What follows belongs to an exercise in optimizing a design on an open flow for small area; a production flow would make more cautious choices.
At most, simulation tests tie the RTL to the original design; equivalence was not proved.
For runs 3 to 5, only the layout was checked, not whether the RTL still works.
Power figures rest on the tool's default switching activity, not on a simulated workload.

[flow/design.v]
`timescale 1ns / 1ps
	module vending_machine(CARD_IN,VALID_TRAN,ITEM_CODE,KEY_PRESS,DOOR_OPEN,RELOAD,CLK,RESET,
	VEND,INVALID_SEL,FAILED_TRAN,COST
		 );
		input CARD_IN,VALID_TRAN,KEY_PRESS,DOOR_OPEN,RELOAD,CLK,RESET;
		input [3:0] ITEM_CODE;
		output reg VEND,INVALID_SEL,FAILED_TRAN;
		output reg [2:0] COST;
		reg [3:0] current_state,next_state;
		reg valid;
		reg [19:0][3:0] item_counter;  
		reg [19:0][3:0] item_counter_q;  
		reg VEND_q,INVALID_SEL_q,FAILED_TRAN_q;  
		reg [2:0] COST_q;
		integer i;
		reg [2:0] KEY_PRESS_counter,valid_counter,door_counter;  
		reg [3:0] key1_temp, key2_temp;  
		reg decrement_counter;  
		parameter idle=4'b0000,reloading=4'b0001,trans=4'b0010,read_key1=4'b0011,wait_key2=4'b0100;
		parameter read_key2=4'b0101,check_code=4'b0110,wait_trans=4'b0111,vending=4'b1000,check_door=4'b1001;
	always @ (posedge CLK)
	begin
		if (RESET)
		current_state<=idle;
		else
		current_state<=next_state;
	end
	always @ (*)
	begin
		next_state<=idle;
		case(current_state)
		idle: begin
		if (CARD_IN==1 && RELOAD==0) next_state<=trans;
			else if (RELOAD==1) next_state<=reloading;
		end
		reloading: begin
		if (RELOAD==1) next_state<=reloading;
			else next_state<=idle;
		end
		trans:begin
		if (KEY_PRESS_counter==0) next_state<=idle;
			else if (KEY_PRESS_counter>0 && KEY_PRESS==0) next_state<=trans;
			else if (KEY_PRESS==1) next_state<=read_key1;
		end
		read_key1:begin
		if (KEY_PRESS==1) next_state<=read_key1;
			else  next_state<=wait_key2;
		end
		wait_key2: begin
		if (KEY_PRESS_counter>0 && KEY_PRESS==0) next_state<=wait_key2;
			else if (KEY_PRESS_counter==0) next_state<=idle;
			else if (KEY_PRESS_counter>0 && KEY_PRESS==1) next_state<=read_key2;
		end
		read_key2: begin
		if (KEY_PRESS==1) next_state<=read_key2;
			else next_state<=check_code;
		end
		check_code:begin
		if (valid==0) next_state<=idle;
			else  next_state<=wait_trans;
		end
		wait_trans:begin
		if (valid_counter>0 && VALID_TRAN==0) next_state<=wait_trans;
			else if (valid_counter==0 && VALID_TRAN==0) next_state<=idle;
			else if(valid_counter>0 && VALID_TRAN==1) next_state<=vending;  
		end
		vending:begin
		if (door_counter==0 && DOOR_OPEN==0)  next_state<=idle;
			else if (door_counter>0 && DOOR_OPEN==0) next_state<=vending;
			else if (door_counter>0 && DOOR_OPEN==1)  next_state<=check_door;
		end
		check_door:begin
		if (DOOR_OPEN==1)  next_state<=check_door;
		else  next_state<=idle;
		end
		endcase
	end
	always @ (posedge CLK)
	begin
		if (current_state==read_key1) key1_temp<=ITEM_CODE;
		if (current_state==read_key2) key2_temp<=ITEM_CODE;
	end
	always @ (posedge CLK)
	begin
		if (RESET)
		decrement_counter<=0;
		else
		decrement_counter<=(current_state==wait_trans && next_state==vending);
	end
	always @ (*)
	begin
	valid=0;  
	if ((key1_temp==0 || key1_temp==1) && (key2_temp>=0 && key2_temp<=9)) 
	begin
		if (key1_temp==0 && key2_temp==0) if  (item_counter[0]>0) valid=1; else valid=0;
		else if(key1_temp==0 && key2_temp==1)  if  (item_counter[1]>0) valid=1; else valid=0;
		else if(key1_temp==0 && key2_temp==2)  if  (item_counter[2]>0) valid=1; else valid=0;
		else if(key1_temp==0 && key2_temp==3)  if  (item_counter[3]>0) valid=1; else valid=0;
		else if(key1_temp==0 && key2_temp==4)  if  (item_counter[4]>0) valid=1; else valid=0;
		else if(key1_temp==0 && key2_temp==5)  if  (item_counter[5]>0) valid=1; else valid=0;
		else if(key1_temp==0 && key2_temp==6)  if  (item_counter[6]>0) valid=1; else valid=0;
		else if(key1_temp==0 && key2_temp==7)  if  (item_counter[7]>0) valid=1; else valid=0;
		else if(key1_temp==0 && key2_temp==8)  if  (item_counter[8]>0) valid=1; else valid=0;
		else if(key1_temp==0 && key2_temp==9)  if  (item_counter[9]>0) valid=1; else valid=0;
		else if(key1_temp==1 && key2_temp==0)  if  (item_counter[10]>0) valid=1; else valid=0;
		else if(key1_temp==1 && key2_temp==1)  if  (item_counter[11]>0) valid=1; else valid=0;
		else if(key1_temp==1 && key2_temp==2)  if  (item_counter[12]>0) valid=1; else valid=0;
		else if(key1_temp==1 && key2_temp==3)  if  (item_counter[13]>0) valid=1; else valid=0;
		else if(key1_temp==1 && key2_temp==4)  if  (item_counter[14]>0) valid=1; else valid=0;
		else if(key1_temp==1 && key2_temp==5)  if  (item_counter[15]>0) valid=1; else valid=0;
		else if(key1_temp==1 && key2_temp==6)  if  (item_counter[16]>0) valid=1; else valid=0;
		else if(key1_temp==1 && key2_temp==7)  if  (item_counter[17]>0) valid=1; else valid=0;
		else if(key1_temp==1 && key2_temp==8)  if  (item_counter[18]>0) valid=1; else valid=0;
		else if(key1_temp==1 && key2_temp==9)  if  (item_counter[19]>0) valid=1; else valid=0;
	end
	else
	begin
		valid=0;
	end
	end
	always @ (posedge CLK)
	begin
	if (RESET)
	begin
		KEY_PRESS_counter<=4;
		valid_counter<=4;
		door_counter<=4;
	end
	else 
	begin
	case (current_state)
		idle: begin
		KEY_PRESS_counter<=4;
		valid_counter<=4;
		door_counter<=4;
		end
		trans:begin
		KEY_PRESS_counter<=KEY_PRESS_counter-1;  
		end
		read_key1:begin
		KEY_PRESS_counter<=4;  
		end
		wait_key2:begin
		KEY_PRESS_counter<=KEY_PRESS_counter-1;  
		end
		wait_trans: begin
		valid_counter<=valid_counter-1;  
		end
		vending: begin
		door_counter<=door_counter-1;  
		end
		endcase 
	end
	end
	always @ (posedge CLK)
	begin
		VEND_q<=VEND;
		INVALID_SEL_q<=INVALID_SEL;
		FAILED_TRAN_q<=FAILED_TRAN;
		COST_q<=COST;
		for (i=0; i<20; i=i+1) item_counter_q[i]<=item_counter[i];
	end
	always @(*)
	begin
		VEND=VEND_q;
		INVALID_SEL=INVALID_SEL_q;
		FAILED_TRAN=FAILED_TRAN_q;
		COST=COST_q;
		for (i=0; i<20; i=i+1) item_counter[i]=item_counter_q[i];
	if (RESET==1)
	begin
		VEND=0;
		INVALID_SEL=0;
		FAILED_TRAN=0;
		COST=0;
		item_counter[0]=0;
		item_counter[1]=0;
		item_counter[2]=0;
		item_counter[3]=0;
		item_counter[4]=0;
		item_counter[5]=0;
		item_counter[6]=0;
		item_counter[7]=0;
		item_counter[8]=0;
		item_counter[9]=0;
		item_counter[10]=0;
		item_counter[11]=0;
		item_counter[12]=0;
		item_counter[13]=0;
		item_counter[14]=0;
		item_counter[15]=0;
		item_counter[16]=0;
		item_counter[17]=0;
		item_counter[18]=0;
		item_counter[19]=0;
	end
	else begin
	case (current_state)
	idle:begin
		VEND=0;
		INVALID_SEL=0;
		FAILED_TRAN=0;
		COST=0;
	end
	wait_key2:begin
	if(KEY_PRESS_counter==0) INVALID_SEL=0;
	end
	reloading: begin
		item_counter[0]=10;
		item_counter[1]=10;
		item_counter[2]=10;
		item_counter[3]=10;
		item_counter[4]=10;
		item_counter[5]=10;
		item_counter[6]=10;
		item_counter[7]=10;
		item_counter[8]=10;
		item_counter[9]=10;
		item_counter[10]=10;
		item_counter[11]=10;
		item_counter[12]=10;
		item_counter[13]=10;
		item_counter[14]=10;
		item_counter[15]=10;
		item_counter[16]=10;
		item_counter[17]=10;
		item_counter[18]=10;
		item_counter[19]=10;
	end
	check_code:begin
	if (valid==0) INVALID_SEL=1;
	else begin
		if (key1_temp==0 && (key2_temp>=0 && key2_temp<=3)) COST=1;  		 
		else if (key1_temp==0 && (key2_temp>=4 && key2_temp<=7)) COST=2;  
		else if (key1_temp==0 && (key2_temp>=8 && key2_temp<=9)) COST=3;  
		else if (key1_temp==1 && (key2_temp>=0 && key2_temp<=1)) COST=3;  
		else if (key1_temp==1 && (key2_temp>=2 && key2_temp<=5)) COST=4;  
		else if (key1_temp==1 && (key2_temp>=6 && key2_temp<=7)) COST=5;  
		else if (key1_temp==1 && (key2_temp>=8 && key2_temp<=9)) COST=6;  
	end
	end 
	wait_trans: begin
	if (VALID_TRAN==0 &&  valid_counter==0) FAILED_TRAN=1;
	end
	vending: begin
	VEND=1;
	if (decrement_counter==1)
	begin
		if (key1_temp==0 && key2_temp==0) item_counter[0]=item_counter[0]-1;
		else if(key1_temp==0 && key2_temp==1) item_counter[1]=item_counter[1]-1;
		else if(key1_temp==0 && key2_temp==2) item_counter[2]=item_counter[2]-1;
		else if(key1_temp==0 && key2_temp==3) item_counter[3]=item_counter[3]-1;
		else if(key1_temp==0 && key2_temp==4) item_counter[4]=item_counter[4]-1;
		else if(key1_temp==0 && key2_temp==5) item_counter[5]=item_counter[5]-1;
		else if(key1_temp==0 && key2_temp==6) item_counter[6]=item_counter[6]-1;
		else if(key1_temp==0 && key2_temp==7) item_counter[7]=item_counter[7]-1;
		else if(key1_temp==0 && key2_temp==8) item_counter[8]=item_counter[8]-1;
		else if(key1_temp==0 && key2_temp==9) item_counter[9]=item_counter[9]-1;
		else if(key1_temp==1 && key2_temp==0) item_counter[10]=item_counter[10]-1;
		else if(key1_temp==1 && key2_temp==1) item_counter[11]=item_counter[11]-1;
		else if(key1_temp==1 && key2_temp==2) item_counter[12]=item_counter[12]-1;
		else if(key1_temp==1 && key2_temp==3) item_counter[13]=item_counter[13]-1;
		else if(key1_temp==1 && key2_temp==4) item_counter[14]=item_counter[14]-1;
		else if(key1_temp==1 && key2_temp==5) item_counter[15]=item_counter[15]-1;
		else if(key1_temp==1 && key2_temp==6) item_counter[16]=item_counter[16]-1;
		else if(key1_temp==1 && key2_temp==7) item_counter[17]=item_counter[17]-1;
		else if(key1_temp==1 && key2_temp==8) item_counter[18]=item_counter[18]-1;
		else if(key1_temp==1 && key2_temp==9) item_counter[19]=item_counter[19]-1;
		end
	end
	endcase
	end
	end
	endmodule
[flow/constraint.sdc]
create_clock -name core_clock -period 10.0 [get_ports {CLK}]
set_input_delay 2.0000 -clock core_clock [delete_from_list [all_inputs] [get_ports {CLK}]]
set_output_delay 2.0000 -clock core_clock [all_outputs]
set_load 0.01 [all_outputs]
[flow/config.mk]
export PLATFORM = sky130hd
export DESIGN_NAME = vending_machine
export DESIGN_NICKNAME = vending_machine
export VERILOG_FILES = /design/flow/design.v
export SDC_FILE = /design/flow/constraint.sdc
export NUM_CORES = 4
export LEC_CHECK = 0
export CAP_MARGIN = 20
export CORE_MARGIN = 2
export CORE_UTILIZATION = 40
export SLEW_MARGIN = 20
[flow/run.sh]
#!/bin/bash
# synth_recipe.tcl (not shown) runs the flow's synth.tcl, then flattens the netlist and writes it again
# the make line also repeats each setting of config.mk as NAME=value (left out here)
make -C /OpenROAD-flow-scripts/flow DESIGN_CONFIG=/design/flow/config.mk WORK_HOME=/design/flow/orfs CLKGATE_MAP_FILE= SYNTH_SCRIPT=/design/flow/synth_recipe.tcl finish
==> run_summary.xml, run 1 <==
<?xml version="1.0" encoding="UTF-8"?>
<metrics>
  <group name="status">
    <metric name="run_status" unit="">complete, no violations</metric>
  </group>
  <group name="final_layout">
    <metric name="final_layout_size_suffix_gt1_frac" unit="">0.0894</metric>
    <metric name="area.growth.synth_to_final" unit="%">9.16</metric>
    <metric name="final.fill_count" unit="">1711</metric>
    <metric name="num-nets-final" unit="">893</metric>
    <metric name="diodes" unit="">0</metric>
    <metric name="postLayoutCellArea" unit="um^2">7650</metric>
  </group>
  <group name="timing">
    <metric name="worstMarginPinSlew" unit="ps">1060</metric>
    <metric name="final.min_clock_period" unit="ps">7280</metric>
    <metric name="fin_hold_ws" unit="ps">472</metric>
    <metric name="min_period_over_period" unit="">0.728</metric>
    <metric name="finalHoldViolCount" unit="">0</metric>
    <metric name="rsz_0062_raised_after_global_routing" unit="">no</metric>
    <metric name="max-slew-margin-rel" unit="">0.290</metric>
    <metric name="achievable-frequency" unit="MHz">137</metric>
    <metric name="setup_tns" unit="ps">0</metric>
    <metric name="drv_slew" unit="">0</metric>
    <metric name="setup_slack" unit="ps">2720</metric>
    <metric name="timing.final.setup_violations" unit="">0</metric>
    <metric name="finClkSkew" unit="ps">14.0</metric>
  </group>
  <group name="pwr">
    <metric name="powerDensity" unit="nW/um^2">124</metric>
    <metric name="cell_leakage_power" unit="nW">2.61</metric>
    <metric name="power.ir.vdd_worst" unit="uV">95.7</metric>
    <metric name="post_route_total_power" unit="W">0.000949</metric>
  </group>
  <group name="drt">
    <metric name="drt-total-wl" unit="mm">20.8</metric>
    <metric name="dr.first_iter.drc_count" unit="">443</metric>
    <metric name="drtAntennaViolNets" unit="">0</metric>
    <metric name="wl_met3" unit="mm">1.21</metric>
    <metric name="met1Wirelength" unit="mm">9.59</metric>
    <metric name="drt-vias-per-instance" unit="">6.02</metric>
    <metric name="wl_met2" unit="mm">9.63</metric>
    <metric name="wl_per_cell" unit="um">19.2</metric>
    <metric name="top_layer_used" unit="">met4</metric>
    <metric name="via_count" unit="">6533</metric>
    <metric name="drt_first_pass_iters" unit="">5</metric>
    <metric name="route.detailed.drc" unit="">0</metric>
  </group>
  <group name="synthesis">
    <metric name="synthesis.area" unit="um^2">7010</metric>
    <metric name="post-synth-top-area-fraction" unit="">0.286</metric>
    <metric name="average_instance_area_after_synthesis" unit="um^2">8.00</metric>
    <metric name="number_of_distinct_library_cells_after_synthesis" unit="">79</metric>
    <metric name="part_of_the_yosys_area_used_for_sequential_elements" unit="">0.320</metric>
    <metric name="synthesis.instances" unit="">876</metric>
    <metric name="synthArstFlopShare" unit="">0</metric>
    <metric name="synth.area.top_cells" unit="">dfxtp_1 29%, ha_1 4.6%, a21oi_1 4.2%</metric>
    <metric name="yosysWarnings" unit="">1</metric>
    <metric name="ys.flop_type" unit="">dfxtp_1</metric>
    <metric name="synth-seq-cells" unit="">108</metric>
    <metric name="synth_largest_area_cell" unit="">dfxtp_1</metric>
    <metric name="synth_enable_flop_cells" unit="">8</metric>
    <metric name="mappedNetlistNets" unit="">913</metric>
  </group>
  <group name="clock_network">
    <metric name="postCtsSetupBuffers" unit="">0</metric>
    <metric name="insertion_delay" unit="ps">370</metric>
    <metric name="tritoncts" unit="">built</metric>
    <metric name="clk_pin_slew" unit="ps">80</metric>
    <metric name="cts_hold_buffers" unit="">0</metric>
    <metric name="cts.sink_count" unit="">108</metric>
    <metric name="cts_buffer_depth" unit="">2</metric>
    <metric name="cts-root-buf" unit="">clkbuf_16</metric>
    <metric name="cts_resized" unit="">0</metric>
    <metric name="htree_num_levels" unit="">3</metric>
    <metric name="cts-buffers-inserted" unit="">9</metric>
  </group>
  <group name="worst_setup_path">
    <metric name="crit_path_start_kind" unit="">register</metric>
    <metric name="worstPathArrival" unit="ps">5280</metric>
    <metric name="critPathSlowestCell" unit="">dfxtp_1</metric>
    <metric name="worst-setup-path-type" unit="">register to output pin</metric>
    <metric name="timing.reg2reg.setup_slack" unit="ps">5510</metric>
    <metric name="crit_path_cell_trace" unit="">or4b_1 &gt; nor2_2 &gt; buf_4 &gt; nand2_1 &gt; or4_1 &gt; nand3_1 &gt; o21ai_0 &gt; a31oi_1 &gt; o2111ai_4 &gt; mux2i_1 &gt; clkdlybuf4s50_1</metric>
    <metric name="crit_fanout" unit="">29</metric>
    <metric name="worstSetupEndpointType" unit="">output pin</metric>
    <metric name="critical_path_required" unit="ps">8000</metric>
    <metric name="crit_path_max_incr_delay" unit="ps">980</metric>
  </group>
  <group name="place">
    <metric name="gpl.final_weighted_congestion" unit="">0.867</metric>
    <metric name="placement.io_buffers" unit="">16</metric>
    <metric name="detailedPlacementHpwl" unit="mm">13.7</metric>
    <metric name="preCtsSetupSlack" unit="ps">2780</metric>
    <metric name="dpl-instance-area" unit="um^2">7350</metric>
  </group>
  <group name="grt">
    <metric name="wire_length_of_the_first_global_routing_pass" unit="mm">33.3</metric>
    <metric name="grt_start_max_net_pins" unit="">36</metric>
    <metric name="overflow" unit="">0</metric>
    <metric name="grt_pass1_vias" unit="">6154</metric>
    <metric name="track_usage" unit="">0.232</metric>
    <metric name="antenna_violations_before_repair" unit="">0</metric>
  </group>
  <group name="die">
    <metric name="initial_utilization" unit="">0.407</metric>
    <metric name="die_width" unit="um">136</metric>
    <metric name="floorplan.io_pins" unit="">17</metric>
    <metric name="die_h" unit="um">136</metric>
    <metric name="fp-row-count" unit="">48</metric>
    <metric name="fp.dieArea" unit="um^2">18600</metric>
    <metric name="design.core.area" unit="um^2">17200</metric>
  </group>
  <group name="hold_path">
    <metric name="hold_class" unit="">register to register</metric>
  </group>
  <group name="run">
    <metric name="cap_violations" unit="">0</metric>
  </group>
</metrics>
[sequential cells by signal (all words and copies together) (netlist names)]
signal / flops
key2_temp: 4
valid_counter: 3
current_state: 4
decrement_counter: 1
VEND_q: 1
FAILED_TRAN_q: 1
KEY_PRESS_counter: 3
door_counter: 3
item_counter_q: 80
COST_q: 3
key1_temp: 4
INVALID_SEL_q: 1
[power by group]
group | leakage (nW) | internal [W] | switching, W
registers | 0.886 | 0.000452 | 0.0000125
logic | 1.58 | 0.0000432 | 0.0000695
clock network | 0.142 | 0.000195 | 0.000177
total | 2.61 | 0.000690 | 0.000259
[layout make-up]
cell class	count	area (um^2)	area share
Multi-Input combinational cell	637	4270	0.558
Inverter	60	225	0.0294
Sequential cell	108	2240	0.293
Timing Repair Buffer	40	335	0.0438
Tap cell	225	282	0.0368
Clock inverter	6	65.1	0.00851
Clock buffer	10	229	0.0299
[layout by cell type (no fill, tap or decap), types with 24 or more instances in the layout]
cell type  Yosys  routed
nor2_1        71      71
nor3_1        37      37
a21oi_1       59      59
nand2_1       52      52
inv_1         60      60
o21ai_0       31      31
nand3_1       43      43
dfxtp_1      100     100
buf_4          3      24
ha_1          26      26
[path summary, 6_finish.rpt]
| kind | startpoint | endpoint | depth (start not counted) |
|---|---|---|---|
| setup / recovery | current_state[3] | COST[2] | 11 |
| hold / removal | FAILED_TRAN_q | FAILED_TRAN_q | 1 |
| setup reg to reg | current_state[3] | INVALID_SEL_q | 10 |
| hold reg to reg | FAILED_TRAN_q | FAILED_TRAN_q | 1 |
[cell families (layout without fill, tap and decap cells)]
logic type	after synthesis	after routing	synth area share
and+or+nand+nor	348	348	0.284
AOI/OAI and AO/OA	218	218	0.213
buffers and inverters	131	116	0.0757
DFF	108	108	0.320
adders and majority gates	26	26	0.0464
xor gates and xnor gates	23	23	0.0287
muxes	22	22	0.0327
[critical path, delay by kind of cell (launching register included)]
kind	cells	cell delay, ps
and+or+nand+nor	5	1900
DFF	1	980
buffers and inverters	2	930
AOI/OAI and AO/OA	3	820
muxes	1	250
[cells in the mapped netlist (12+ instances only)]
master and number:
a211oi_1 14, a21oi_1 59, a31oi_1 22, and2_1 19
buf_2 16, clkbuf_1 43, dfxtp_1 100, ha_1 26
inv_1 60, mux2i_1 15, nand2_1 52, nand3_1 43
nand4_1 18, nor2_1 71, nor3_1 37, nor4_1 12
o211ai_1 15, o21ai_0 31, or3_1 18, xnor2_1 14
[metrics by stage]
step                       util  std cells
after global placement    0.426       1070
after global routing      0.444       1086
final                     0.444       1086
after CTS                 0.443       1086
after detailed placement  0.426       1070
after floorplan               -        876
[metal layers]
layer	vias to the layer above	track usage
li1	3200	-
met4	0	0.0729
met5	-	0
met1	3094	0.314
met3	34	0.0459
met2	205	0.372
==> run 2, diff against run 1 <==
==> flow/design.v (replaced) <==
`timescale 1ns / 1ps
module vending_machine(CARD_IN,VALID_TRAN,ITEM_CODE,KEY_PRESS,DOOR_OPEN,RELOAD,CLK,RESET,
	VEND,INVALID_SEL,FAILED_TRAN,COST);
	input CARD_IN,VALID_TRAN,KEY_PRESS,DOOR_OPEN,RELOAD,CLK,RESET;
	input [3:0] ITEM_CODE;
	output VEND,INVALID_SEL,FAILED_TRAN;
	output [2:0] COST;
	localparam [3:0] idle=4'd0, reloading=4'd1, trans=4'd2, read_key1=4'd3, wait_key2=4'd4,
		read_key2=4'd5, check_code=4'd6, wait_trans=4'd7, vending=4'd8, check_door=4'd9;
	reg [3:0] state, next_state;
	reg [2:0] timer;           
	reg k1_ok, k1_lsb;         
	reg [3:0] k2;              
	reg empty_all;             
	reg dec;                   
	reg [79:0] stock;
	wire t_zero = (timer == 3'd0);
	wire k2_ok = (k2 <= 4'd9);
	wire [19:0] sel;
	genvar gi;
	generate for (gi = 0; gi < 20; gi = gi + 1) begin : g_sel
		assign sel[gi] = (k1_lsb == (gi / 10)) && (k2 == (gi % 10));
	end endgenerate
	wire [19:0] nz;
	generate for (gi = 0; gi < 20; gi = gi + 1) begin : g_nz
		assign nz[gi] = stock[4*gi+3] | stock[4*gi];
	end endgenerate
	wire valid = !empty_all && k1_ok && k2_ok && |(sel & nz);
	always @(*) begin
		next_state = idle;
		case (state)
		idle:       if (RELOAD) next_state = reloading; else if (CARD_IN) next_state = trans;
		reloading:  if (RELOAD) next_state = reloading;
		trans:      if (!t_zero) next_state = KEY_PRESS ? read_key1 : trans;
		read_key1:  next_state = KEY_PRESS ? read_key1 : wait_key2;
		wait_key2:  if (!t_zero) next_state = KEY_PRESS ? read_key2 : wait_key2;
		read_key2:  next_state = KEY_PRESS ? read_key2 : check_code;
		check_code: if (valid) next_state = wait_trans;
		wait_trans: if (!t_zero) next_state = VALID_TRAN ? vending : wait_trans;
		vending:    if (!t_zero) next_state = DOOR_OPEN ? check_door : vending;
		check_door: if (DOOR_OPEN) next_state = check_door;
		default:    next_state = idle;
		endcase
	end
	wire counting = (state == trans) || (state == wait_key2) || (state == wait_trans) || (state == vending);
	always @(posedge CLK) begin
		if (RESET) state <= idle; else state <= next_state;
		if (counting && next_state == state) timer <= timer - 3'd1; else timer <= 3'd4;
		if (state == read_key1) begin k1_ok <= (ITEM_CODE[3:1] == 3'd0); k1_lsb <= ITEM_CODE[0]; end
		if (state == read_key2) k2 <= ITEM_CODE;
		if (RESET) empty_all <= 1'b1; else if (state == reloading) empty_all <= 1'b0;
		dec <= !RESET && state == wait_trans && next_state == vending;
	end
	wire reload = (state == reloading);
	generate for (gi = 0; gi < 20; gi = gi + 1) begin : g_stock
		wire [3:0] c = stock[4*gi+3:4*gi];
		always @(posedge CLK) begin
			if (reload) stock[4*gi+3:4*gi] <= 4'b1000;
			else if (dec && sel[gi]) stock[4*gi+3:4*gi] <= {c[2:0], ~(c[3] & c[0])};
		end
	end endgenerate
	reg [2:0] price;
	always @(*) begin
		case ({k1_lsb, k2})
		5'h00, 5'h01, 5'h02, 5'h03: price = 3'd1;
		5'h04, 5'h05, 5'h06, 5'h07: price = 3'd2;
		5'h08, 5'h09, 5'h10, 5'h11: price = 3'd3;
		5'h12, 5'h13, 5'h14, 5'h15: price = 3'd4;
		5'h16, 5'h17: price = 3'd5;
		5'h18, 5'h19: price = 3'd6;
		default: price = 3'bxxx;
		endcase
	end
	wire show_cost = (state == check_code && valid) || state == wait_trans || state == vending || state == check_door;
	assign VEND = !RESET && (state == vending || state == check_door);
	assign INVALID_SEL = !RESET && state == check_code && !valid;
	assign FAILED_TRAN = !RESET && state == wait_trans && t_zero && !VALID_TRAN;
	assign COST = (!RESET && show_cost) ? price : 3'd0;
endmodule
==> run_summary.xml, run 2 <==
<?xml version="1.0" encoding="UTF-8"?>
<metrics>
  <group name="synthesis">
    <metric name="synth_most_common_cell" unit="">dfxtp_1</metric>
    <metric name="post_synth_most_frequent_cells" unit="">89 x dfxtp_1, 71 x nor2_1, 60 x nand2_1</metric>
    <metric name="synthesis.instances" unit="">500</metric>
    <metric name="synthesis.area" unit="um^2">4230</metric>
    <metric name="part_of_the_yosys_area_used_for_sequential_elements" unit="">0.463</metric>
    <metric name="yosysWarnings" unit="">1</metric>
    <metric name="ys.flop_type" unit="">dfxtp_1</metric>
    <metric name="average_instance_area_after_synthesis" unit="um^2">8.47</metric>
    <metric name="synthArstFlopShare" unit="">0</metric>
    <metric name="synth-seq-cells" unit="">95</metric>
    <metric name="post-synth-top-area-fraction" unit="">0.421</metric>
    <metric name="synth_enable_flop_cells" unit="">6</metric>
    <metric name="mappedNetlistNets" unit="">514</metric>
    <metric name="synth.area.top_cells" unit="">dfxtp_1 42%, mux2i_1 9.2%, nor2_1 6.3%</metric>
    <metric name="number_of_distinct_library_cells_after_synthesis" unit="">58</metric>
    <metric name="synth_largest_area_cell" unit="">dfxtp_1</metric>
  </group>
  <group name="die">
    <metric name="design.core.area" unit="um^2">10300</metric>
    <metric name="die_h" unit="um">107</metric>
    <metric name="initial_utilization" unit="">0.410</metric>
    <metric name="fp.dieArea" unit="um^2">11400</metric>
    <metric name="die_width" unit="um">107</metric>
    <metric name="floorplan.io_pins" unit="">17</metric>
    <metric name="fp-row-count" unit="">37</metric>
  </group>
  <group name="clock_network">
    <metric name="cts-buffers-inserted" unit="">9</metric>
    <metric name="cts-root-buf" unit="">clkbuf_8</metric>
    <metric name="cts_hold_buffers" unit="">0</metric>
    <metric name="postCtsSetupBuffers" unit="">0</metric>
    <metric name="htree_num_levels" unit="">3</metric>
    <metric name="cts.sink_count" unit="">95</metric>
    <metric name="cts_resized" unit="">0</metric>
    <metric name="clk_pin_slew" unit="ps">80</metric>
    <metric name="tritoncts" unit="">built</metric>
    <metric name="cts_buffer_depth" unit="">2</metric>
    <metric name="insertion_delay" unit="ps">350</metric>
  </group>
  <group name="final_layout">
    <metric name="final.fill_count" unit="">1004</metric>
    <metric name="most-common-layout-cells" unit="">89 x dfxtp_1, 71 x nor2_1, 60 x nand2_1</metric>
    <metric name="top_register" unit="">stock</metric>
    <metric name="max_ffs_per_register" unit="">80</metric>
    <metric name="layout_commonest_cell" unit="">dfxtp_1</metric>
    <metric name="area.growth.synth_to_final" unit="%">9.49</metric>
    <metric name="num-nets-final" unit="">517</metric>
    <metric name="diodes" unit="">0</metric>
    <metric name="finish.utilization" unit="">0.449</metric>
    <metric name="reg.largest.list" unit="">stock (80), k2 (4), state (4)</metric>
    <metric name="postLayoutCellArea" unit="um^2">4640</metric>
    <metric name="final_layout_size_suffix_gt1_frac" unit="">0.0531</metric>
  </group>
  <group name="pwr">
    <metric name="powerDensity" unit="nW/um^2">141</metric>
    <metric name="p_clk_frac" unit="">0.351</metric>
    <metric name="power.ir.vdd_worst" unit="uV">74.6</metric>
    <metric name="p_int" unit="W">0.000500</metric>
    <metric name="seq_power_share" unit="">0.596</metric>
    <metric name="switching_power_summed_over_all_nets" unit="W">0.000151</metric>
    <metric name="cell_leakage_power" unit="nW">1.61</metric>
    <metric name="switching_fraction_of_total_power" unit="">0.232</metric>
    <metric name="combPwrFrac" unit="">0.053</metric>
    <metric name="post_route_total_power" unit="W">0.000652</metric>
  </group>
  <group name="place">
    <metric name="dpl-instance-area" unit="um^2">4460</metric>
    <metric name="gpl.final_weighted_congestion" unit="">0.819</metric>
    <metric name="placement.io_buffers" unit="">16</metric>
    <metric name="detailedPlacementHpwl" unit="mm">6.06</metric>
  </group>
  <group name="timing">
    <metric name="setup_tns" unit="ps">0</metric>
    <metric name="rsz_0062_raised_after_global_routing" unit="">no</metric>
    <metric name="achievable-frequency" unit="MHz">177</metric>
    <metric name="min_period_over_period" unit="">0.564</metric>
    <metric name="finClkSkew" unit="ps">6.77</metric>
    <metric name="final.min_clock_period" unit="ps">5640</metric>
    <metric name="timing.final.setup_violations" unit="">0</metric>
    <metric name="drv_slew" unit="">0</metric>
    <metric name="max-slew-margin-rel" unit="">0.507</metric>
    <metric name="finalHoldViolCount" unit="">0</metric>
    <metric name="worstMarginPinSlew" unit="ps">739</metric>
  </group>
  <group name="drt">
    <metric name="drt-total-wl" unit="mm">8.90</metric>
    <metric name="wl_per_cell" unit="um">13.8</metric>
    <metric name="drtAntennaViolNets" unit="">0</metric>
    <metric name="via_count" unit="">3442</metric>
    <metric name="dr.first_iter.drc_count" unit="">152</metric>
    <metric name="drt_first_pass_iters" unit="">5</metric>
    <metric name="drt-vias-per-instance" unit="">5.34</metric>
    <metric name="route.detailed.drc" unit="">0</metric>
  </group>
  <group name="worst_setup_path">
    <metric name="crit_path_start_kind" unit="">input port</metric>
    <metric name="worstPathArrival" unit="ps">3640</metric>
    <metric name="worstSetupEndpointType" unit="">output pin</metric>
    <metric name="critical_path_required" unit="ps">8000</metric>
    <metric name="crit_fanout" unit="">8</metric>
    <metric name="worst-setup-path-type" unit="">input port to output pin</metric>
  </group>
  <group name="grt">
    <metric name="track_usage" unit="">0.162</metric>
    <metric name="grt_pass1_vias" unit="">3111</metric>
    <metric name="wire_length_of_the_first_global_routing_pass" unit="mm">14.8</metric>
    <metric name="grt_start_max_net_pins" unit="">56</metric>
    <metric name="antenna_violations_before_repair" unit="">0</metric>
    <metric name="overflow" unit="">0</metric>
  </group>
  <group name="run">
    <metric name="cap_violations" unit="">0</metric>
  </group>
  <group name="hold_path">
    <metric name="hold_class" unit="">register to register</metric>
  </group>
  <group name="status">
    <metric name="run_status" unit="">complete, no violations</metric>
  </group>
</metrics>
==> run 2: cell types whose count changed after synthesis, moves of 14 or more <==
cell	previous run	this run
a211oi_1	14	0
a21oi_1	59	25
a31oi_1	22	8
and2_1	19	1
clkbuf_1	43	14
ha_1	26	3
inv_1	60	9
mux2i_1	15	39
nand4_1	18	4
nor3_1	37	15
==> run 2: cell type report <==
class                           instances  area, um^2  share of cell area
Timing Repair Buffer                   18         175              0.0378
Multi-Input combinational cell        368        2110               0.455
Inverter                               11        41.3             0.00891
Sequential cell                        95        1960               0.423
Tap cell                              136         170              0.0367
Clock inverter                          3        17.5             0.00378
Clock buffer                           13         159              0.0343
==> run 2: power groups by stage <==
stage / registers [W] / logic (W) / clock network, W
after floorplan: 0.000394 / 0.0000269 / 0
after global placement: 0.000398 / 0.0000346 / 0
after detailed placement: 0.000398 / 0.0000347 / 0
after CTS: 0.000389 / 0.0000349 / 0.000239
after global routing: 0.000389 / 0.0000384 / 0.000253
final: 0.000389 / 0.0000346 / 0.000229
==> run 2: critical path: stages <==
cell	delay [ps]
clkdlybuf4s50_1	520
or3_1	400
a21oi_1	140
clkdlybuf4s50_1	570
==> run 2: per-layer routing <==
metal  vias to the layer above  wire, um  global-route usage
met5                         -         0                   0
met4                         0        96              0.0427
met3                         7       288              0.0456
met2                        44      4090               0.252
met1                      1618      4430               0.222
li1                       1773         -                   -
==> run 2: metrics by stage <==
| step | setup slack [ps] | instances | hold WS [ps] |
|---|---|---|---|
| 6_report | 4360 | 644 | 425 |
| 4_1_cts | 4360 | 644 | 428 |
| 3_3_place_gp | 4410 | 628 | 412 |
| 5_1_grt | 4260 | 644 | 441 |
| 2_1_floorplan | 5440 | 500 | 400 |
| 3_5_place_dp | 4370 | 628 | 415 |
==> run 2: worst paths after layout <==
kind / start / end / slack (ps) / cells after the start
worst max-delay path: RESET / COST[2] / 4360 / 4
worst min-delay path: timer[0] / timer[0] / 430 / 1
worst max register to register: k1_lsb / state[0] / 7390 / 6
worst min register to register: timer[0] / timer[0] / 430 / 1
==> run 2: cells by family (layout without fill, tap and decap cells) <==
| logic type | Yosys count | after routing | synth area share |
|---|---|---|---|
| adder cells (fa/ha/maj) | 3 | 3 | 0.00887 |
| AO/OA/AOI/OAI | 98 | 98 | 0.139 |
| AND/OR/NAND/NOR | 227 | 227 | 0.254 |
| XOR/XNOR | 1 | 1 | 0.00207 |
| multiplexers | 39 | 39 | 0.0922 |
| flip-flops | 95 | 95 | 0.463 |
| buffers and inverters | 37 | 45 | 0.0396 |
==> run 3, diff against run 2 <==
--- a/flow/design.v
+++ b/flow/design.v
@@ -12,20 +12,28 @@
 	reg k1_ok, k1_lsb;         
 	reg [3:0] k2;              
 	reg empty_all;             
-	reg dec;                   
-	reg [79:0] stock;
+	reg pend;                  
+	reg sweep;                 
+	reg [2:0] phase;           
+	reg [19:0] ring [0:3];     
 	wire t_zero = (timer == 3'd0);
 	wire k2_ok = (k2 <= 4'd9);
-	wire [19:0] sel;
-	genvar gi;
-	generate for (gi = 0; gi < 20; gi = gi + 1) begin : g_sel
-		assign sel[gi] = (k1_lsb == (gi / 10)) && (k2 == (gi % 10));
-	end endgenerate
-	wire [19:0] nz;
-	generate for (gi = 0; gi < 20; gi = gi + 1) begin : g_nz
-		assign nz[gi] = stock[4*gi+3] | stock[4*gi];
-	end endgenerate
-	wire valid = !empty_all && k1_ok && k2_ok && |(sel & nz);
+	wire [1:0] r_sel = {k1_lsb, k2[0]};
+	wire [2:0] q_sel = k2[3:1];
+	reg [4:0] s_sel;
+	always @(*) begin
+		case ({phase, q_sel})
+		6'o00: s_sel = 5'b00001; 6'o01: s_sel = 5'b00010; 6'o02: s_sel = 5'b00100; 6'o03: s_sel = 5'b01000; 6'o04: s_sel = 5'b10000;
+		6'o10: s_sel = 5'b10000; 6'o11: s_sel = 5'b00001; 6'o12: s_sel = 5'b00010; 6'o13: s_sel = 5'b00100; 6'o14: s_sel = 5'b01000;
+		6'o20: s_sel = 5'b01000; 6'o21: s_sel = 5'b10000; 6'o22: s_sel = 5'b00001; 6'o23: s_sel = 5'b00010; 6'o24: s_sel = 5'b00100;
+		6'o30: s_sel = 5'b00100; 6'o31: s_sel = 5'b01000; 6'o32: s_sel = 5'b10000; 6'o33: s_sel = 5'b00001; 6'o34: s_sel = 5'b00010;
+		6'o40: s_sel = 5'b00010; 6'o41: s_sel = 5'b00100; 6'o42: s_sel = 5'b01000; 6'o43: s_sel = 5'b10000; 6'o44: s_sel = 5'b00001;
+		default: s_sel = 5'bxxxxx;
+		endcase
+	end
+	wire [19:0] rs = ring[r_sel];
+	wire [4:0] nz_s = {rs[19] | rs[16], rs[15] | rs[12], rs[11] | rs[8], rs[7] | rs[4], rs[3] | rs[0]};
+	wire valid = !empty_all && k1_ok && k2_ok && |(s_sel & nz_s);
 	always @(*) begin
 		next_state = idle;
 		case (state)
@@ -43,20 +51,33 @@
 		endcase
 	end
 	wire counting = (state == trans) || (state == wait_key2) || (state == wait_trans) || (state == vending);
+	wire reload = (state == reloading);
+	wire at_head = (phase == q_sel);
 	always @(posedge CLK) begin
 		if (RESET) state <= idle; else state <= next_state;
-		if (counting && next_state == state) timer <= timer - 3'd1; else timer <= 3'd4;
+		if (counting && next_state == state)
+			case (timer)
+			3'd4: timer <= 3'd3; 3'd3: timer <= 3'd2; 3'd2: timer <= 3'd1; default: timer <= 3'd0;
+			endcase
+		else timer <= 3'd4;
 		if (state == read_key1) begin k1_ok <= (ITEM_CODE[3:1] == 3'd0); k1_lsb <= ITEM_CODE[0]; end
 		if (state == read_key2) k2 <= ITEM_CODE;
-		if (RESET) empty_all <= 1'b1; else if (state == reloading) empty_all <= 1'b0;
-		dec <= !RESET && state == wait_trans && next_state == vending;
+		if (RESET) empty_all <= 1'b1; else if (reload) empty_all <= 1'b0;
+		pend <= !RESET && ((state == wait_trans && next_state == vending) || (pend && !at_head && !reload));
+		sweep <= reload || (sweep && phase != 3'd3);
+		if (reload) phase <= 3'd0;
+		else case (phase)
+			3'd0: phase <= 3'd1; 3'd1: phase <= 3'd2; 3'd2: phase <= 3'd3; 3'd3: phase <= 3'd4; default: phase <= 3'd0;
+		endcase
 	end
-	wire reload = (state == reloading);
-	generate for (gi = 0; gi < 20; gi = gi + 1) begin : g_stock
-		wire [3:0] c = stock[4*gi+3:4*gi];
+	wire fill = reload || sweep;
+	genvar gr;
+	generate for (gr = 0; gr < 4; gr = gr + 1) begin : g_ring
+		wire [3:0] h = ring[gr][3:0];
+		wire take = pend && at_head && (r_sel == gr);
 		always @(posedge CLK) begin
-			if (reload) stock[4*gi+3:4*gi] <= 4'b1000;
-			else if (dec && sel[gi]) stock[4*gi+3:4*gi] <= {c[2:0], ~(c[3] & c[0])};
+			ring[gr][15:0] <= ring[gr][19:4];
+			ring[gr][19:16] <= fill ? 4'b1000 : take ? {h[2:0], ~(h[3] & h[0])} : h;
 		end
 	end endgenerate
 	reg [2:0] price;
--- a/flow/config.mk
+++ b/flow/config.mk
@@ -8,4 +8,6 @@
 export CAP_MARGIN = 20
 export CORE_MARGIN = 2
 export CORE_UTILIZATION = 40
+export CTS_BUF_LIST = sky130_fd_sc_hd__clkbuf_4 sky130_fd_sc_hd__clkbuf_8
+export GPL_TIMING_DRIVEN = 0
 export SLEW_MARGIN = 20
==> run_summary.xml, run 3 <==
<?xml version="1.0" encoding="UTF-8"?>
<metrics>
  <group name="status">
    <metric name="run_status" unit="">complete, no violations</metric>
  </group>
  <group name="die">
    <metric name="floorplan.io_pins" unit="">17</metric>
    <metric name="die_h" unit="um">97.1</metric>
    <metric name="initial_utilization" unit="">0.418</metric>
    <metric name="fp.dieArea" unit="um^2">9430</metric>
    <metric name="fp-row-count" unit="">33</metric>
    <metric name="die_width" unit="um">97.1</metric>
    <metric name="design.core.area" unit="um^2">8300</metric>
  </group>
  <group name="worst_setup_path">
    <metric name="worstSetupEndpointType" unit="">output pin</metric>
    <metric name="worst_r2r_path_depth" unit="">8</metric>
    <metric name="crit_fanout" unit="">6</metric>
    <metric name="r2r-start" unit="">k2[2]</metric>
    <metric name="worstPathArrival" unit="ps">3890</metric>
    <metric name="worst-setup-path-type" unit="">input port to output pin</metric>
    <metric name="worst_r2r_end" unit="">state[2]</metric>
    <metric name="crit_path_start_kind" unit="">input port</metric>
    <metric name="critical_path_required" unit="ps">8000</metric>
    <metric name="timing.reg2reg.setup_slack" unit="ps">7850</metric>
  </group>
  <group name="run">
    <metric name="cap_violations" unit="">0</metric>
  </group>
  <group name="clock_network">
    <metric name="tritoncts" unit="">built</metric>
    <metric name="cts.sink_count" unit="">99</metric>
    <metric name="cts-root-buf" unit="">clkbuf_8</metric>
    <metric name="cts_buffer_depth" unit="">2</metric>
    <metric name="insertion_delay" unit="ps">360</metric>
    <metric name="htree_num_levels" unit="">3</metric>
    <metric name="cts_hold_buffers" unit="">0</metric>
    <metric name="cts_resized" unit="">0</metric>
    <metric name="clk_pin_slew" unit="ps">100</metric>
    <metric name="cts-buffers-inserted" unit="">9</metric>
    <metric name="postCtsSetupBuffers" unit="">0</metric>
  </group>
  <group name="timing">
    <metric name="rsz_0062_raised_after_global_routing" unit="">no</metric>
    <metric name="timing.final.setup_violations" unit="">0</metric>
    <metric name="achievable-frequency" unit="MHz">170</metric>
    <metric name="setup_tns" unit="ps">0</metric>
    <metric name="finClkSkew" unit="ps">15.7</metric>
    <metric name="worstMarginPinSlew" unit="ps">512</metric>
    <metric name="min_period_over_period" unit="">0.589</metric>
    <metric name="drv_slew" unit="">0</metric>
    <metric name="final.min_clock_period" unit="ps">5890</metric>
    <metric name="finalHoldViolCount" unit="">0</metric>
    <metric name="fin_hold_ws" unit="ps">324</metric>
    <metric name="max-slew-margin-rel" unit="">0.656</metric>
    <metric name="setup_slack" unit="ps">4110</metric>
  </group>
  <group name="final_layout">
    <metric name="max_ffs_per_register" unit="">80</metric>
    <metric name="num-nets-final" unit="">365</metric>
    <metric name="final.fill_count" unit="">805</metric>
    <metric name="finish.utilization" unit="">0.476</metric>
    <metric name="reg.largest.list" unit="">ring (80), k2 (4), state (4)</metric>
    <metric name="top_register" unit="">ring</metric>
    <metric name="final_layout_size_suffix_gt1_frac" unit="">0.127</metric>
    <metric name="layout_commonest_cell" unit="">dfxtp_1</metric>
    <metric name="most-common-layout-cells" unit="">93 x dfxtp_1, 32 x nor2_1, 23 x nor3_1</metric>
    <metric name="area.growth.synth_to_final" unit="%">13.9</metric>
    <metric name="diodes" unit="">0</metric>
  </group>
  <group name="hold_path">
    <metric name="hold_class" unit="">register to register</metric>
    <metric name="hold-path-cell-count" unit="">0</metric>
    <metric name="min_delay_startpoint" unit="">ring[3][6]</metric>
    <metric name="timing.hold.worst_endpoint" unit="">ring[3][2]</metric>
  </group>
  <group name="place">
    <metric name="gpl.final_weighted_congestion" unit="">0.874</metric>
    <metric name="detailedPlacementHpwl" unit="mm">4.86</metric>
    <metric name="preCtsSetupSlack" unit="ps">4100</metric>
    <metric name="placement.io_buffers" unit="">16</metric>
  </group>
  <group name="synthesis">
    <metric name="yosysWarnings" unit="">2</metric>
    <metric name="synthArstFlopShare" unit="">0</metric>
    <metric name="synth-seq-cells" unit="">99</metric>
    <metric name="synth_enable_flop_cells" unit="">6</metric>
    <metric name="average_instance_area_after_synthesis" unit="um^2">10.7</metric>
    <metric name="number_of_distinct_library_cells_after_synthesis" unit="">56</metric>
    <metric name="ys.flop_type" unit="">dfxtp_1</metric>
    <metric name="synth_most_common_cell" unit="">dfxtp_1</metric>
    <metric name="post-synth-top-area-fraction" unit="">0.537</metric>
    <metric name="synth.area.top_cells" unit="">dfxtp_1 54%, edfxtp_1 5.2%, mux2i_1 4.0%</metric>
    <metric name="post_synth_most_frequent_cells" unit="">93 x dfxtp_1, 32 x nor2_1, 23 x nor3_1</metric>
    <metric name="synth_largest_area_cell" unit="">dfxtp_1</metric>
    <metric name="mappedNetlistNets" unit="">338</metric>
    <metric name="synthesis.instances" unit="">323</metric>
    <metric name="part_of_the_yosys_area_used_for_sequential_elements" unit="">0.589</metric>
    <metric name="synthesis.area" unit="um^2">3470</metric>
  </group>
  <group name="grt">
    <metric name="antenna_violations_before_repair" unit="">0</metric>
    <metric name="wire_length_of_the_first_global_routing_pass" unit="mm">11.1</metric>
    <metric name="grt_start_max_net_pins" unit="">19</metric>
    <metric name="grt_pass1_vias" unit="">2168</metric>
    <metric name="track_usage" unit="">0.149</metric>
    <metric name="overflow" unit="">0</metric>
  </group>
  <group name="pwr">
    <metric name="cell_leakage_power" unit="nW">1.45</metric>
    <metric name="power.ir.vdd_worst" unit="uV">74.9</metric>
    <metric name="powerDensity" unit="nW/um^2">196</metric>
  </group>
  <group name="drt">
    <metric name="via_count" unit="">2287</metric>
    <metric name="drt-total-wl" unit="mm">6.66</metric>
    <metric name="wl_per_cell" unit="um">14.5</metric>
    <metric name="dr.first_iter.drc_count" unit="">67</metric>
    <metric name="drtAntennaViolNets" unit="">0</metric>
    <metric name="drt_first_pass_iters" unit="">4</metric>
    <metric name="route.detailed.drc" unit="">0</metric>
    <metric name="drt-vias-per-instance" unit="">4.97</metric>
  </group>
</metrics>
[run 3: changes by cell type after synthesis, moves of 4 or more]
cell	change
dfxtp_1	+4
nand3_1	-33
o21ai_0	-30
nor2_1	-39
nand4_1	-4
nor3_1	+8
nand2b_1	+4
clkbuf_1	-12
a31oi_1	-7
a21oi_1	-13
nand2_1	-44
mux2i_1	-25
inv_1	-5
[run 3: stage by stage]
stage / instance area [um^2] / total power (W) / std cells
after floorplan: 3470 / 0.000512 / 323
after global placement: 3760 / 0.000541 / 444
after detailed placement: 3760 / 0.000541 / 444
after CTS: 3950 / 0.000781 / 460
after global routing: 3950 / 0.000812 / 460
final: 3950 / 0.000774 / 460
[run 3: metal layers]
metal,share of wire,routed length (um),vias to the layer above,global-route usage
met3,0.020,133,9,0.0302
met2,0.43,2890,25,0.218
met4,0.020,133,0,0.0650
met5,0,0,-,0
li1,-,-,1195,-
met1,0.53,3510,1058,0.213
[run 3: worst max path at each step]
stage | startpoint | to | slack [ps] | cells after the start
floorplan | RESET | COST[1] | 5190 | 4
global placement | RESET | COST[1] | 4120 | 6
detailed placement | RESET | COST[2] | 4100 | 6
CTS | RESET | COST[2] | 4100 | 6
global route | RESET | COST[1] | 4030 | 6
finish | RESET | COST[1] | 4110 | 6
[run 3: logic make-up (layout without fill, tap and decap cells)]
family	Yosys count	in the layout	share of synthesized area
buffers and inverters	21	53	0.0325
muxes	15	15	0.0448
DFF	99	99	0.589
AOI/OAI and AO/OA	54	54	0.108
and+or+nand+nor	125	125	0.199
adders and majority gates	4	4	0.0144
xor gates and xnor gates	5	5	0.0126
[run 3: power breakdown]
group	switching (W)	internal, W	leakage (nW)
combinational	0.0000697	0.0000479	0.551
clock	0.000139	0.000102	0.0958
sequential	0.00000797	0.000407	0.806
[run 3: critical path, cell delays in order]
cell             delay [ps]
clkdlybuf4s50_1         510
or3_1                   410
a31oi_1                 190
a211oi_2                100
a21oi_1                 130
clkdlybuf4s50_1         540
[run 3: layout make-up]
type | instances | area (um^2) | share of cell area
clock inverter | 6 | 53.8 | 0.0136
multi-input combinational | 203 | 1310 | 0.332
timing repair buffer | 16 | 160 | 0.0406
clock buffer | 10 | 138 | 0.0349
buffer | 15 | 90.1 | 0.0228
tap | 105 | 131 | 0.0333
inverter | 6 | 22.5 | 0.00570
sequential | 99 | 2040 | 0.517
==> run 4, diff against run 3 <==
--- a/flow/config.mk
+++ b/flow/config.mk
@@ -8,6 +8,4 @@
 export CAP_MARGIN = 20
 export CORE_MARGIN = 2
 export CORE_UTILIZATION = 40
-export CTS_BUF_LIST = sky130_fd_sc_hd__clkbuf_4 sky130_fd_sc_hd__clkbuf_8
-export GPL_TIMING_DRIVEN = 0
 export SLEW_MARGIN = 20
==> run_summary.xml, run 4 <==
<?xml version="1.0" encoding="UTF-8"?>
<metrics>
  <group name="status">
    <metric name="run_status" unit="">complete, no violations</metric>
  </group>
  <group name="final_layout">
    <metric name="layout_commonest_cell" unit="">dfxtp_1</metric>
    <metric name="final_layout_size_suffix_gt1_frac" unit="">0.0941</metric>
    <metric name="num-nets-final" unit="">350</metric>
    <metric name="diodes" unit="">0</metric>
    <metric name="top_register" unit="">ring</metric>
    <metric name="most-common-layout-cells" unit="">93 x dfxtp_1, 32 x nor2_1, 23 x nor3_1</metric>
    <metric name="final_non_filler_cells" unit="">445</metric>
    <metric name="area.growth.synth_to_final" unit="%">11.5</metric>
    <metric name="max_ffs_per_register" unit="">80</metric>
    <metric name="reg.largest.list" unit="">ring (80), k2 (4), state (4)</metric>
  </group>
  <group name="worst_setup_path">
    <metric name="crit_family" unit="">buffers and inverters</metric>
    <metric name="cp_common_cell" unit="">clkdlybuf4s50_1</metric>
    <metric name="worst-setup-path-type" unit="">input port to output pin</metric>
    <metric name="crit_path_max_incr_delay" unit="ps">680</metric>
    <metric name="critical_path_required" unit="ps">8000</metric>
    <metric name="crit_path_start_kind" unit="">input port</metric>
    <metric name="path_buf_inv" unit="">2</metric>
    <metric name="crit_path_cell_trace" unit="">clkdlybuf4s50_1 &gt; or3_1 &gt; a31oi_1 &gt; a211oi_2 &gt; a21oi_1 &gt; clkdlybuf4s50_1</metric>
    <metric name="worstSetupEndpointType" unit="">output pin</metric>
    <metric name="crit_fanout" unit="">15</metric>
    <metric name="worstPathArrival" unit="ps">4120</metric>
    <metric name="critPathSlowestCell" unit="">clkdlybuf4s50_1</metric>
  </group>
  <group name="place">
    <metric name="detailedPlacementHpwl" unit="mm">4.58</metric>
    <metric name="placement.io_buffers" unit="">16</metric>
    <metric name="gpl.final_weighted_congestion" unit="">0.868</metric>
    <metric name="dpl.cell_count" unit="">429</metric>
  </group>
  <group name="clock_network">
    <metric name="htree_num_levels" unit="">3</metric>
    <metric name="postCtsSetupBuffers" unit="">0</metric>
    <metric name="cts.sink_count" unit="">99</metric>
    <metric name="cts-root-buf" unit="">clkbuf_8</metric>
    <metric name="clk_pin_slew" unit="ps">90</metric>
    <metric name="cts_resized" unit="">0</metric>
    <metric name="cts_hold_buffers" unit="">0</metric>
    <metric name="cts-buffers-inserted" unit="">9</metric>
    <metric name="cts_buffer_depth" unit="">2</metric>
    <metric name="tritoncts" unit="">built</metric>
    <metric name="insertion_delay" unit="ps">350</metric>
  </group>
  <group name="drt">
    <metric name="drt-vias-per-instance" unit="">5.14</metric>
    <metric name="drtAntennaViolNets" unit="">0</metric>
    <metric name="dr.first_iter.drc_count" unit="">185</metric>
    <metric name="wl_per_cell" unit="um">14.6</metric>
    <metric name="via_count" unit="">2287</metric>
    <metric name="drt_first_pass_iters" unit="">4</metric>
    <metric name="route.detailed.drc" unit="">0</metric>
    <metric name="drt-total-wl" unit="mm">6.50</metric>
  </group>
  <group name="timing">
    <metric name="setup_tns" unit="ps">0</metric>
    <metric name="timing.final.setup_violations" unit="">0</metric>
    <metric name="final.min_clock_period" unit="ps">6120</metric>
    <metric name="achievable-frequency" unit="MHz">163</metric>
    <metric name="min_period_over_period" unit="">0.612</metric>
    <metric name="worstMarginPinSlew" unit="ps">820</metric>
    <metric name="finalHoldViolCount" unit="">0</metric>
    <metric name="drv_slew" unit="">0</metric>
    <metric name="max-slew-margin-rel" unit="">0.454</metric>
    <metric name="rsz_0062_raised_after_global_routing" unit="">no</metric>
    <metric name="finClkSkew" unit="ps">10.6</metric>
  </group>
  <group name="grt">
    <metric name="antenna_violations_before_repair" unit="">0</metric>
    <metric name="track_usage" unit="">0.148</metric>
    <metric name="grt_pass1_vias" unit="">2176</metric>
    <metric name="overflow" unit="">0</metric>
    <metric name="grt_start_max_net_pins" unit="">21</metric>
    <metric name="wire_length_of_the_first_global_routing_pass" unit="mm">11.0</metric>
  </group>
  <group name="die">
    <metric name="floorplan.io_pins" unit="">17</metric>
    <metric name="fp-row-count" unit="">33</metric>
    <metric name="initial_utilization" unit="">0.418</metric>
    <metric name="design.core.area" unit="um^2">8300</metric>
    <metric name="die_width" unit="um">97.1</metric>
    <metric name="fp.dieArea" unit="um^2">9430</metric>
    <metric name="die_h" unit="um">97.1</metric>
  </group>
  <group name="pwr">
    <metric name="cell_leakage_power" unit="nW">1.39</metric>
    <metric name="power.ir.vdd_worst" unit="uV">92.9</metric>
    <metric name="powerDensity" unit="nW/um^2">201</metric>
  </group>
  <group name="synthesis">
    <metric name="synthArstFlopShare" unit="">0</metric>
    <metric name="average_instance_area_after_synthesis" unit="um^2">10.7</metric>
    <metric name="yosysWarnings" unit="">2</metric>
    <metric name="ys.flop_type" unit="">dfxtp_1</metric>
    <metric name="synth_most_common_cell" unit="">dfxtp_1</metric>
    <metric name="synth-seq-cells" unit="">99</metric>
    <metric name="part_of_the_yosys_area_used_for_sequential_elements" unit="">0.589</metric>
    <metric name="post_synth_most_frequent_cells" unit="">93 x dfxtp_1, 32 x nor2_1, 23 x nor3_1</metric>
    <metric name="post-synth-top-area-fraction" unit="">0.537</metric>
    <metric name="synth_largest_area_cell" unit="">dfxtp_1</metric>
    <metric name="synthesis.instances" unit="">323</metric>
    <metric name="synth_enable_flop_cells" unit="">6</metric>
    <metric name="synthesis.area" unit="um^2">3470</metric>
    <metric name="synth.area.top_cells" unit="">dfxtp_1 54%, edfxtp_1 5.2%, mux2i_1 4.0%</metric>
    <metric name="number_of_distinct_library_cells_after_synthesis" unit="">56</metric>
    <metric name="mappedNetlistNets" unit="">338</metric>
  </group>
  <group name="hold_path">
    <metric name="hold_class" unit="">register to register</metric>
  </group>
  <group name="run">
    <metric name="cap_violations" unit="">0</metric>
  </group>
</metrics>
## run 4: cell counts after synthesis
No cell type changed its count.
## run 4: metrics by stage
stage	util	hold slack, ps	worst slack, ps	cell area, um^2	power [W]
2_1_floorplan	-	310	5190	3470	0.000512
3_3_place_gp	0.442	310	3940	3670	0.000532
3_5_place_dp	0.442	312	3900	3670	0.000534
4_1_cts	0.466	329	3900	3860	0.000787
5_1_grt	0.466	335	3720	3860	0.000818
6_report	0.466	328	3880	3860	0.000777
## run 4: cells by family after synthesis
kind of cell	count (synthesis)	share of synthesized area
adders and majority gates	4	0.0144
and+or+nand+nor	125	0.199
xor gates and xnor gates	5	0.0126
AOI/OAI and AO/OA	54	0.108
muxes	15	0.0448
DFF	99	0.589
buffers and inverters	21	0.0325
## run 4: report_power, final
| part | leakage (nW) | switching (W) | internal (W) |
|---|---|---|---|
| logic | 0.483 | 0.0000518 | 0.0000406 |
| registers | 0.806 | 0.0000252 | 0.000407 |
| clock network | 0.105 | 0.000135 | 0.000118 |
| total | 1.39 | 0.000212 | 0.000565 |
## run 4: final cells by class
| type | instances | area [um^2] |
|---|---|---|
| fill | 795 | 4440 |
| sequential | 99 | 2040 |
| multi-input combinational | 203 | 1310 |
| timing repair buffer | 16 | 160 |
| tap | 105 | 131 |
| clock buffer | 9 | 124 |
| clock inverter | 7 | 72.6 |
| inverter | 6 | 22.5 |
## run 4: per-layer routing
metal / vias up / track usage / routed length [um]
li1: 1166 / - / -
met1: 1063 / 0.212 / 3340
met2: 52 / 0.215 / 2780
met3: 6 / 0.0475 / 328
met4: 0 / 0.0390 / 46
met5: - / 0 / 0
## run 4: path summary, 6_finish.rpt
kind | from | to | slack, ps | cells past startpoint
hold / removal | ring[0][14] | ring[0][10] | 330 | 0
setup reg to reg | k1_lsb | state[2] | 7750 | 6
setup / recovery | RESET | COST[1] | 3880 | 6
hold reg to reg | ring[0][14] | ring[0][10] | 330 | 0
==> run 5, diff against run 4 <==
--- a/flow/config.mk
+++ b/flow/config.mk
@@ -8,4 +8,6 @@
 export CAP_MARGIN = 20
 export CORE_MARGIN = 2
 export CORE_UTILIZATION = 40
+export CTS_CLUSTER_DIAMETER = 200
+export CTS_CLUSTER_SIZE = 50
 export SLEW_MARGIN = 20
==> run_summary.xml, run 5 <==
<?xml version="1.0" encoding="UTF-8"?>
<metrics>
  <group name="clock_network">
    <metric name="postCtsSetupBuffers" unit="">0</metric>
    <metric name="cts-root-buf" unit="">clkbuf_8</metric>
    <metric name="cts_resized" unit="">0</metric>
    <metric name="cts_hold_buffers" unit="">0</metric>
    <metric name="clk_pin_slew" unit="ps">90</metric>
    <metric name="htree_num_levels" unit="">3</metric>
    <metric name="insertion_delay" unit="ps">350</metric>
    <metric name="cts_buffer_depth" unit="">2</metric>
    <metric name="cts-buffers-inserted" unit="">9</metric>
    <metric name="tritoncts" unit="">built</metric>
    <metric name="cts.sink_count" unit="">99</metric>
  </group>
  <group name="place">
    <metric name="gpl.final_weighted_congestion" unit="">0.868</metric>
    <metric name="preCtsSetupSlack" unit="ps">3900</metric>
    <metric name="detailedPlacementHpwl" unit="mm">4.58</metric>
    <metric name="placement.io_buffers" unit="">16</metric>
  </group>
  <group name="synthesis">
    <metric name="synth_largest_area_cell" unit="">dfxtp_1</metric>
    <metric name="synthesis.area" unit="um^2">3470</metric>
    <metric name="synth.area.top_cells" unit="">dfxtp_1 54%, edfxtp_1 5.2%, mux2i_1 4.0%</metric>
    <metric name="synthSimpleGateAreaFrac" unit="">0.199</metric>
    <metric name="post_synth_most_frequent_cells" unit="">93 x dfxtp_1, 32 x nor2_1, 23 x nor3_1</metric>
    <metric name="yosysWarnings" unit="">2</metric>
    <metric name="synthesis.instances" unit="">323</metric>
    <metric name="average_instance_area_after_synthesis" unit="um^2">10.7</metric>
    <metric name="synthArstFlopShare" unit="">0</metric>
    <metric name="part_of_the_yosys_area_used_for_sequential_elements" unit="">0.589</metric>
    <metric name="multiplexer_share_of_the_synthesized_area" unit="">0.0448</metric>
    <metric name="synthXorXnorAreaFrac" unit="">0.0126</metric>
    <metric name="fraction_of_the_mapped_netlist_area_in_compound_gates" unit="">0.108</metric>
    <metric name="yosys.area_share.adder" unit="">0.0144</metric>
    <metric name="synth_most_common_cell" unit="">dfxtp_1</metric>
    <metric name="ys.flop_type" unit="">dfxtp_1</metric>
    <metric name="mappedNetlistNets" unit="">338</metric>
    <metric name="synth-seq-cells" unit="">99</metric>
    <metric name="post-synth-top-area-fraction" unit="">0.537</metric>
    <metric name="synth_enable_flop_cells" unit="">6</metric>
    <metric name="synth_top_family_by_area" unit="">simple AND/OR/NAND/NOR gates</metric>
    <metric name="number_of_distinct_library_cells_after_synthesis" unit="">56</metric>
  </group>
  <group name="final_layout">
    <metric name="top_register" unit="">ring</metric>
    <metric name="final_layout_size_suffix_gt1_frac" unit="">0.0941</metric>
    <metric name="reg.largest.list" unit="">ring (80), k2 (4), state (4)</metric>
    <metric name="final.fill_count" unit="">795</metric>
    <metric name="diodes" unit="">0</metric>
    <metric name="num-nets-final" unit="">350</metric>
    <metric name="max_ffs_per_register" unit="">80</metric>
    <metric name="area.growth.synth_to_final" unit="%">11.5</metric>
    <metric name="layout_commonest_cell" unit="">dfxtp_1</metric>
    <metric name="most-common-layout-cells" unit="">93 x dfxtp_1, 32 x nor2_1, 23 x nor3_1</metric>
  </group>
  <group name="pwr">
    <metric name="cell_leakage_power" unit="nW">1.39</metric>
    <metric name="power.ir.vdd_worst" unit="uV">92.9</metric>
    <metric name="p_clk_frac" unit="">0.325</metric>
    <metric name="p_int" unit="W">0.000565</metric>
    <metric name="combPwrFrac" unit="">0.119</metric>
    <metric name="switching_fraction_of_total_power" unit="">0.272</metric>
    <metric name="switching_power_summed_over_all_nets" unit="W">0.000212</metric>
    <metric name="powerDensity" unit="nW/um^2">201</metric>
    <metric name="seq_power_share" unit="">0.557</metric>
    <metric name="post_route_total_power" unit="W">0.000777</metric>
  </group>
  <group name="timing">
    <metric name="final.min_clock_period" unit="ps">6120</metric>
    <metric name="setup_slack" unit="ps">3880</metric>
    <metric name="min_period_over_period" unit="">0.612</metric>
    <metric name="fin_hold_ws" unit="ps">328</metric>
    <metric name="max-slew-margin-rel" unit="">0.454</metric>
    <metric name="drv_slew" unit="">0</metric>
    <metric name="achievable-frequency" unit="MHz">163</metric>
    <metric name="timing.final.setup_violations" unit="">0</metric>
    <metric name="setup_tns" unit="ps">0</metric>
    <metric name="rsz_0062_raised_after_global_routing" unit="">no</metric>
    <metric name="finClkSkew" unit="ps">10.6</metric>
    <metric name="finalHoldViolCount" unit="">0</metric>
    <metric name="worstMarginPinSlew" unit="ps">820</metric>
  </group>
  <group name="drt">
    <metric name="wl_met2" unit="mm">2.78</metric>
    <metric name="dr.first_iter.drc_count" unit="">185</metric>
    <metric name="drt-total-wl" unit="mm">6.50</metric>
    <metric name="drt_first_pass_iters" unit="">4</metric>
    <metric name="route.detailed.drc" unit="">0</metric>
    <metric name="via_count" unit="">2287</metric>
    <metric name="top_layer_used" unit="">met4</metric>
    <metric name="drtAntennaViolNets" unit="">0</metric>
    <metric name="wl_met3" unit="um">328</metric>
    <metric name="met1Wirelength" unit="mm">3.34</metric>
    <metric name="drt-vias-per-instance" unit="">5.14</metric>
    <metric name="wl_per_cell" unit="um">14.6</metric>
  </group>
  <group name="hold_path">
    <metric name="hold_class" unit="">register to register</metric>
  </group>
  <group name="die">
    <metric name="die_h" unit="um">97.1</metric>
    <metric name="design.core.area" unit="um^2">8300</metric>
    <metric name="floorplan.io_pins" unit="">17</metric>
    <metric name="initial_utilization" unit="">0.418</metric>
    <metric name="fp-row-count" unit="">33</metric>
    <metric name="fp.dieArea" unit="um^2">9430</metric>
    <metric name="die_width" unit="um">97.1</metric>
  </group>
  <group name="worst_setup_path">
    <metric name="worst-setup-path-type" unit="">input port to output pin</metric>
    <metric name="crit_path_start_kind" unit="">input port</metric>
    <metric name="worstPathArrival" unit="ps">4120</metric>
    <metric name="worstSetupEndpointType" unit="">output pin</metric>
    <metric name="critical_path_required" unit="ps">8000</metric>
    <metric name="crit_fanout" unit="">15</metric>
  </group>
  <group name="grt">
    <metric name="wire_length_of_the_first_global_routing_pass" unit="mm">11.0</metric>
    <metric name="grt_start_max_net_pins" unit="">21</metric>
    <metric name="antenna_violations_before_repair" unit="">0</metric>
    <metric name="grt_pass1_vias" unit="">2176</metric>
    <metric name="overflow" unit="">0</metric>
    <metric name="track_usage" unit="">0.148</metric>
  </group>
  <group name="status">
    <metric name="run_status" unit="">complete, no violations</metric>
  </group>
  <group name="run">
    <metric name="cap_violations" unit="">0</metric>
  </group>
</metrics>
==> run 5: cell counts after synthesis <==
Identical to the previous run, type by type.
==> run 5: metal layers <==
metal | global-route usage | up-vias
met4 | 0.0390 | 0
met1 | 0.212 | 1063
li1 | - | 1166
met3 | 0.0475 | 6
met2 | 0.215 | 52
met5 | 0 | -
==> run 5: cells by family (layout without fill, tap and decap cells) <==
family / Yosys count / in the layout
fa+ha+maj: 4 / 4
buf+inv: 21 / 38
compound gates: 54 / 54
simple gates: 125 / 125
mux: 15 / 15
xor+xnor: 5 / 5
flops: 99 / 99
==> run 5: per-stage QoR <==
step	std cells	util	cell area [um^2]
after global placement	429	0.442	3670
after floorplan	323	-	3470
final	445	0.466	3860
after CTS	445	0.466	3860
after detailed placement	429	0.442	3670
after global routing	445	0.466	3860
==> run 5: final timing paths <==
check,startpoint,endpoint,slack [ps],cells past startpoint
worst max register to register,k1_lsb,state[2],7750,6
worst max-delay path,RESET,COST[1],3880,6
worst min register to register,ring[0][14],ring[0][10],330,0
worst min-delay path,ring[0][14],ring[0][10],330,0
==> run 5: area by class of cell <==
cell class,count,area (um^2),share of cell area
sequential,99,2040,0.528
tap,105,131,0.0340
inverter,6,22.5,0.00583
timing repair buffer,16,160,0.0415
clock inverter,7,72.6,0.0188
clock buffer,9,124,0.0321
multi-input combinational,203,1310,0.339
==> run 5: worst max-delay path: stages <==
cell and delay [ps]:
clkdlybuf4s50_1 680, or3_1 480, a31oi_1 190, a211oi_2 100, a21oi_1 130, clkdlybuf4s50_1 540
==> run 5: power groups by stage <==
stage	Clock (W)	Combinational (W)	Sequential, W
5_1_grt	0.000280	0.000103	0.000436
6_report	0.000252	0.0000924	0.000432
3_5_place_dp	0	0.0000920	0.000442
4_1_cts	0.000262	0.0000929	0.000432
2_1_floorplan	0	0.0000899	0.000423
3_3_place_gp	0	0.0000907	0.000441

==> port drivers added, routing unchanged <==
The flow's constraints put no driver on any port. The routed layouts listed below were extracted and timed again, unchanged, in two steps.
Step 1, drivers: a clkbuf_16 drives CLK and a buf_2 each remaining input, both assumed.
Step 2 adds t to the input delays and takes it off the output delays; t is the mean of the earliest and latest rising clock arrival at the registers after step 1. Input paths then give back, and output paths get back, about the clock's delay inside the block.
Slacks: ideal ports / drivers / drivers and shift; pairs: ideal ports / drivers.
| run | t, ns | setup WS [ns] | worst data-port slew with drivers (ns) | cell pins on the clock port's net |
|---|---|---|---|---|
| run 1 | 0.411 | 2.719 / 2.673 / 2.715 | 0.04 | 1 |
| run 2 | 0.386 | 4.361 / 4.339 / 4.339 | 0.04 | 1 |
| run 3 | 0.385 | 4.108 / 4.088 / 4.088 | 0.04 | 1 |
| run 4 | 0.378 | 3.883 / 3.862 / 3.862 | 0.04 | 1 |
| run 5 | 0.378 | 3.883 / 3.862 / 3.862 | 0.04 | 1 |
After both steps setup and hold are still met in every run listed. The setup slack of run 2, which loses most, moves by -0.022 ns with the drivers and by -0.022 ns with both steps.
